What follows belongs to an exercise in optimizing a design on an open flow for small area; a production flow would make more cautious choices. In this exercise RTL edits were held to simulation tests only and were not proved equivalent to the original. The flow treats the clock pin as an ideal source. Dropping or thinning the clock tree relies on that and would not hold on a real chip. No activity file was given, so power comes from the tool's default toggle rates.

== TR ==
==> module debounce_module2, before the edit <==
module debounce_module2 (
	input clk,
	input rst,
	input key,
	output reg key_out
);
localparam [14:0] CNT_POL = 15'b010101010101010;
reg [14:0] cs;
wire [14:0] cnt = cs ^ CNT_POL;
wire z = (cnt[13:0] == 14'd0);
wire state = ~key | (key_out & ~(z & ~cnt[14]));
wire run = state & ~rst;
always @(posedge clk) begin
	key_out <= run;
	cs <= (run ? {cnt[13:0], cnt[14] ^ cnt[13] ^ z} : 15'b100010001111101) ^ CNT_POL;
end
endmodule
==> module DigitalWatch, before the edit <==
module DigitalWatch (
	input clk,     
	input wire rst,  
	input wire Button0_IN,
	input wire Button1_IN,
	input wire Button2_IN,
	input wire Button3_IN,
	output wire [7:0]Row_Scan_Sig,
	output wire [5:0]Column_Scan_Sig,
	output [3:0] Week
);
wire Button0, Button1, Button2, Button3;
debounce_module  db0 (.clk(clk), .rst(rst), .pin(Button0_IN), .out(Button0));
debounce_module  db3 (.clk(clk), .rst(rst), .pin(Button3_IN), .out(Button3));
debounce_module2 db1 (.clk(clk), .rst(rst), .key(Button1_IN), .key_out(Button1));
debounce_module2 db2 (.clk(clk), .rst(rst), .key(Button2_IN), .key_out(Button2));
reg [2:0] Sel;
reg Button0_d;
reg SetB3_d;
wire Mode = (Sel[1:0] != 2'b11);
wire SetB3 = Mode & Button3;
always @(posedge clk) begin
	if (rst) begin
		Button0_d <= 1'b0;
		SetB3_d <= 1'b0;
		Sel <= 3'b011;
	end
	else begin
		Button0_d <= Button0;
		SetB3_d <= SetB3;
		if (Button0 && !Button0_d)
			Sel <= Mode ? 3'b011 : 3'b000;
		else if (Mode & Button0)
			Sel <= 3'b000;
		else if (SetB3 & ~SetB3_d)
			Sel <= (Sel[1:0] == 2'd2) ? {~Sel[2], 2'd0} : {Sel[2], Sel[1:0] + 2'd1};
	end
end
wire [2:0] Edit = Sel[2] ? {1'b0, Sel[1:0]} + 3'd3 : {1'b0, Sel[1:0]};
localparam [14:0] DIV_POL = 15'b010101010101010;
reg [14:0] DivS;
wire [14:0] Div = DivS ^ DIV_POL;
wire div_z = (Div[13:7] == 7'd0) & (Div[5:0] == 6'd0);
wire tick = Div[14] & div_z;
wire adv  = tick & ~Div[6];
always @(posedge clk) begin
	if (rst)
		DivS <= 15'b000000010001001 ^ DIV_POL;
	else
		DivS <= {Div[13:0], Div[14] ^ Div[13] ^ (div_z & ~Div[6])} ^ DIV_POL;
end
reg [5:0] SecN;
reg [5:0] MinN;
reg [4:0] HrN;
reg [4:0] DayN;
reg [3:0] MonN;
reg [6:0] YearN;
wire [5:0] Sec = ~SecN;
wire [5:0] Min = ~MinN;
wire [4:0] Hr = ~HrN;
wire [4:0] Day = ~DayN;
wire [3:0] Mon = ~MonN;
wire [6:0] Year = ~YearN;
wire [5:0] sec_n;
wire [5:0] min_n;
wire [4:0] hr_n;
wire [4:0] day_n;
wire [3:0] mon_n;
wire [6:0] year_n;
time_next tn0 (
	.tick(tick), .adv(adv), .Mode(Mode), .Edit(Edit),
	.Button1(Button1), .Button2(Button2),
	.Sec(Sec), .Min(Min), .Hr(Hr), .Day(Day), .Mon(Mon), .Year(Year),
	.sec_n(sec_n), .min_n(min_n), .hr_n(hr_n), .day_n(day_n), .mon_n(mon_n), .year_n(year_n)
);
always @(posedge clk) begin
	if (rst) begin
		SecN  <= ~6'd0;
		MinN  <= ~6'd0;
		HrN   <= ~5'd0;
		DayN  <= ~5'd1;
		MonN  <= ~4'd1;
		YearN <= ~7'd0;
	end
	else begin
		SecN  <= ~sec_n;
		MinN  <= ~min_n;
		HrN   <= ~hr_n;
		DayN  <= ~day_n;
		MonN  <= ~mon_n;
		YearN <= ~year_n;
	end
end
wire [2:0] wd;
week_calc wk0 (.Day(Day), .Mon(Mon), .Year(Year), .Week(wd));
assign Week = {1'b0, wd};
wire ShowDate = Mode ? Sel[2] : Button3;
wire [1:0] Field = Sel[1:0];
reg [13:0] BlinkCnt;
reg rblink;
wire bwrap = (BlinkCnt == 14'd10800);
always @(posedge clk) begin
	if (rst | (Mode & bwrap))
		BlinkCnt <= 14'd0;
	else
		BlinkCnt <= BlinkCnt + Mode;
	if (rst)
		rblink <= 1'b0;
	else if (Mode & bwrap)
		rblink <= ~rblink;
end
localparam [5:0] SCAN_POL = 6'b101010;  
reg [5:0] ScanS;
wire [5:0] Scan = ScanS ^ SCAN_POL;
wire scan_take = (Scan == 6'b101001);
wire scan_show = (Scan == 6'b100111);
always @(posedge clk) begin
	if (rst)
		ScanS <= 6'b000111 ^ SCAN_POL;
	else
		ScanS <= {Scan[4:3], Scan[2] & ~scan_show, Scan[1:0], Scan[5] ^ Scan[4]} ^ SCAN_POL;
end
reg [2:0] Digit;     
reg [3:0] NextBCD;   
reg [3:0] ShowBCD;   
wire [2:0] NextDigit = (Digit[2] & Digit[0]) ? 3'd0 : Digit + 1'b1;
always @(posedge clk) begin
	if (rst)
		Digit <= 3'd7;
	else if (scan_show)
		Digit <= NextDigit;
end
reg [6:0] val;
always @(*) begin
	case ({ShowDate, NextDigit[2:1]})
		3'b000: val = {1'b0, Sec};
		3'b001: val = {1'b0, Min};
		3'b010: val = {2'b0, Hr};
		3'b100: val = {2'b0, Day};
		3'b101: val = {3'b0, Mon};
		3'b110: val = Year;
		default: val = 7'd0;
	endcase
end
wire [3:0] tens = val / 10;
wire [3:0] ones = val % 10;
always @(posedge clk) begin
	if (scan_take)
		NextBCD <= NextDigit[0] ? ones : tens;
	if (scan_show)
		ShowBCD <= NextBCD;
end
reg [6:0] seg;
always @(*) begin
	case (ShowBCD)
		4'd0: seg = 7'b100_0000;
		4'd1: seg = 7'b111_1001;
		4'd2: seg = 7'b010_0100;
		4'd3: seg = 7'b011_0000;
		4'd4: seg = 7'b001_1001;
		4'd5: seg = 7'b001_0010;
		4'd6: seg = 7'b000_0010;
		4'd7: seg = 7'b111_1000;
		4'd8: seg = 7'b000_0000;
		4'd9: seg = 7'b001_0000;
		default: seg = 7'b111_1111;
	endcase
end
wire blank = (Digit == 3'd7) | (rblink & Mode & (Digit[2:1] == Field));
assign Row_Scan_Sig = {1'b1, blank ? 7'h7f : seg};
assign Column_Scan_Sig = ~(6'b1 << Digit);
endmodule
Settings: LEC_CHECK=0, ABC_AREA=1, CAP_MARGIN=20, CORE_MARGIN=2, CORE_UTILIZATION=75, PLACE_DENSITY=0.85, SLEW_MARGIN=20; clock period 40.0 ns.
standard.sh (not shown) runs the stock make flow with config.mk's settings and CLKGATE_MAP_FILE= SYNTH_SCRIPT=/design/flow/synth_recipe.tcl, a recipe that flattens the netlist after the stock synthesis.
==> flow/flow/run.sh <==
#!/bin/bash
# Layout flow: the standard flow (standard.sh) with
#  - synth_area.tcl: the standard synthesis, but ABC maps for area (the best
#    of a few area scripts)
#    and adders are not extracted into adder cells;
#  - pre_cts.tcl: a two-level clock tree (1 + 6 buffers) in place of
#    TritonCTS's H-tree;
#  - buf_1 cells as the port buffers.
# The make run's full output goes to standard.log in the work folder; the
# tools' own logs stay under orfs/logs.
set -euo pipefail
W=$PWD
bash standard.sh SYNTH_SCRIPT="$W/flow/synth_area.tcl" PRE_CTS_TCL="$W/flow/pre_cts.tcl" \
  BUFFER_PORTS_ARGS="-buffer_cell sky130_fd_sc_hd__buf_1" finish > "$W/standard.log" 2>&1
Other scripts of this flow, unchanged in this note and not shown: flow/flow/pre_cts.tcl, flow/flow/synth_area.tcl
The final layout from TR, which completed every stage, passed the timing, design-rule and antenna checks at the end of the flow.
[inputs] MS vs TR
diff --git a/flow/design.v b/flow/design.v
--- a/flow/design.v
+++ b/flow/design.v
@@ -42,12 +42,11 @@
 localparam [14:0] CNT_POL = 15'b010101010101010;
 reg [14:0] cs;
 wire [14:0] cnt = cs ^ CNT_POL;
-wire z = (cnt[13:0] == 14'd0);
-wire state = ~key | (key_out & ~(z & ~cnt[14]));
+wire state = ~key | (key_out & (cnt != 15'b100000111111101));
 wire run = state & ~rst;
 always @(posedge clk) begin
 	key_out <= run;
-	cs <= (run ? {cnt[13:0], cnt[14] ^ cnt[13] ^ z} : 15'b100010001111101) ^ CNT_POL;
+	cs <= (run ? {cnt[13:0], cnt[14] ^ cnt[13] ^ (cnt[13:0] == 14'd0)} : 15'd0) ^ CNT_POL;
 end
 endmodule
 module week_calc (
@@ -330,14 +329,13 @@
 localparam [14:0] DIV_POL = 15'b010101010101010;
 reg [14:0] DivS;
 wire [14:0] Div = DivS ^ DIV_POL;
-wire div_z = (Div[13:7] == 7'd0) & (Div[5:0] == 6'd0);
-wire tick = Div[14] & div_z;
-wire adv  = tick & ~Div[6];
+wire tick = (Div[13:0] == 14'b11111110000000);
+wire adv  = tick & Div[14];
 always @(posedge clk) begin
 	if (rst)
-		DivS <= 15'b000000010001001 ^ DIV_POL;
+		DivS <= 15'b000011100000001 ^ DIV_POL;
 	else
-		DivS <= {Div[13:0], Div[14] ^ Div[13] ^ (div_z & ~Div[6])} ^ DIV_POL;
+		DivS <= {Div[13:0], Div[14] ^ Div[13] ^ (Div[13:0] == 14'd0)} ^ DIV_POL;
 end
 reg [5:0] SecN;
 reg [5:0] MinN;
The post-synthesis to final-layout area growth on TR is in line with that on MS.
Between TR and MS, largest fanout on the critical path decreased.
For portion of the clock cycle consumed by the worst path in the final layout, TR and MS come out practically identical.
For the power, MS came in 0.64% lower than TR did.
Taking TR as the reference, in MS clock skew held steady; fmax held steady; number of global-route vias before repair shrank by 1.6%; total stage count of the critical path grew by 3.
TR and MS ended up with nearly the same starting utilization of the core area.
Fraction of final layout cells with drive strength greater than 1 across TR and MS: no real change.
Looking at worst setup path endpoint, the Week[1] result is from TR; the Week[2] one comes from MS.
No run of this note takes its clock network from TritonCTS; it comes from the design's own scripts or RTL.

[what the ideal ports hide]
The results above use ideal ports. As a check the final layouts listed here were re-extracted and re-timed, cells and wires unchanged. Step 1 sets driving cells, clkbuf_16 on the clock port and buf_2 on the other inputs (assumed; they add their load-dependent delay and slew). Step 2 also shifts input and output timing later by t, the mid clock arrival at the registers, as if the neighbouring blocks saw the same clock. Slacks: ideal ports / drivers / drivers and shift; pairs: ideal ports / drivers.
| run | shift t [ns] | setup slack, ns | worst slew at a driven data input, ns |
|---|---|---|---|
| TR | 0.521 | 28.074 / 28.042 / 28.563 | 0.03 |
| MS | 0.514 | 28.099 / 28.070 / 28.583 | 0.03 |
After both steps every run listed still meets setup and hold.
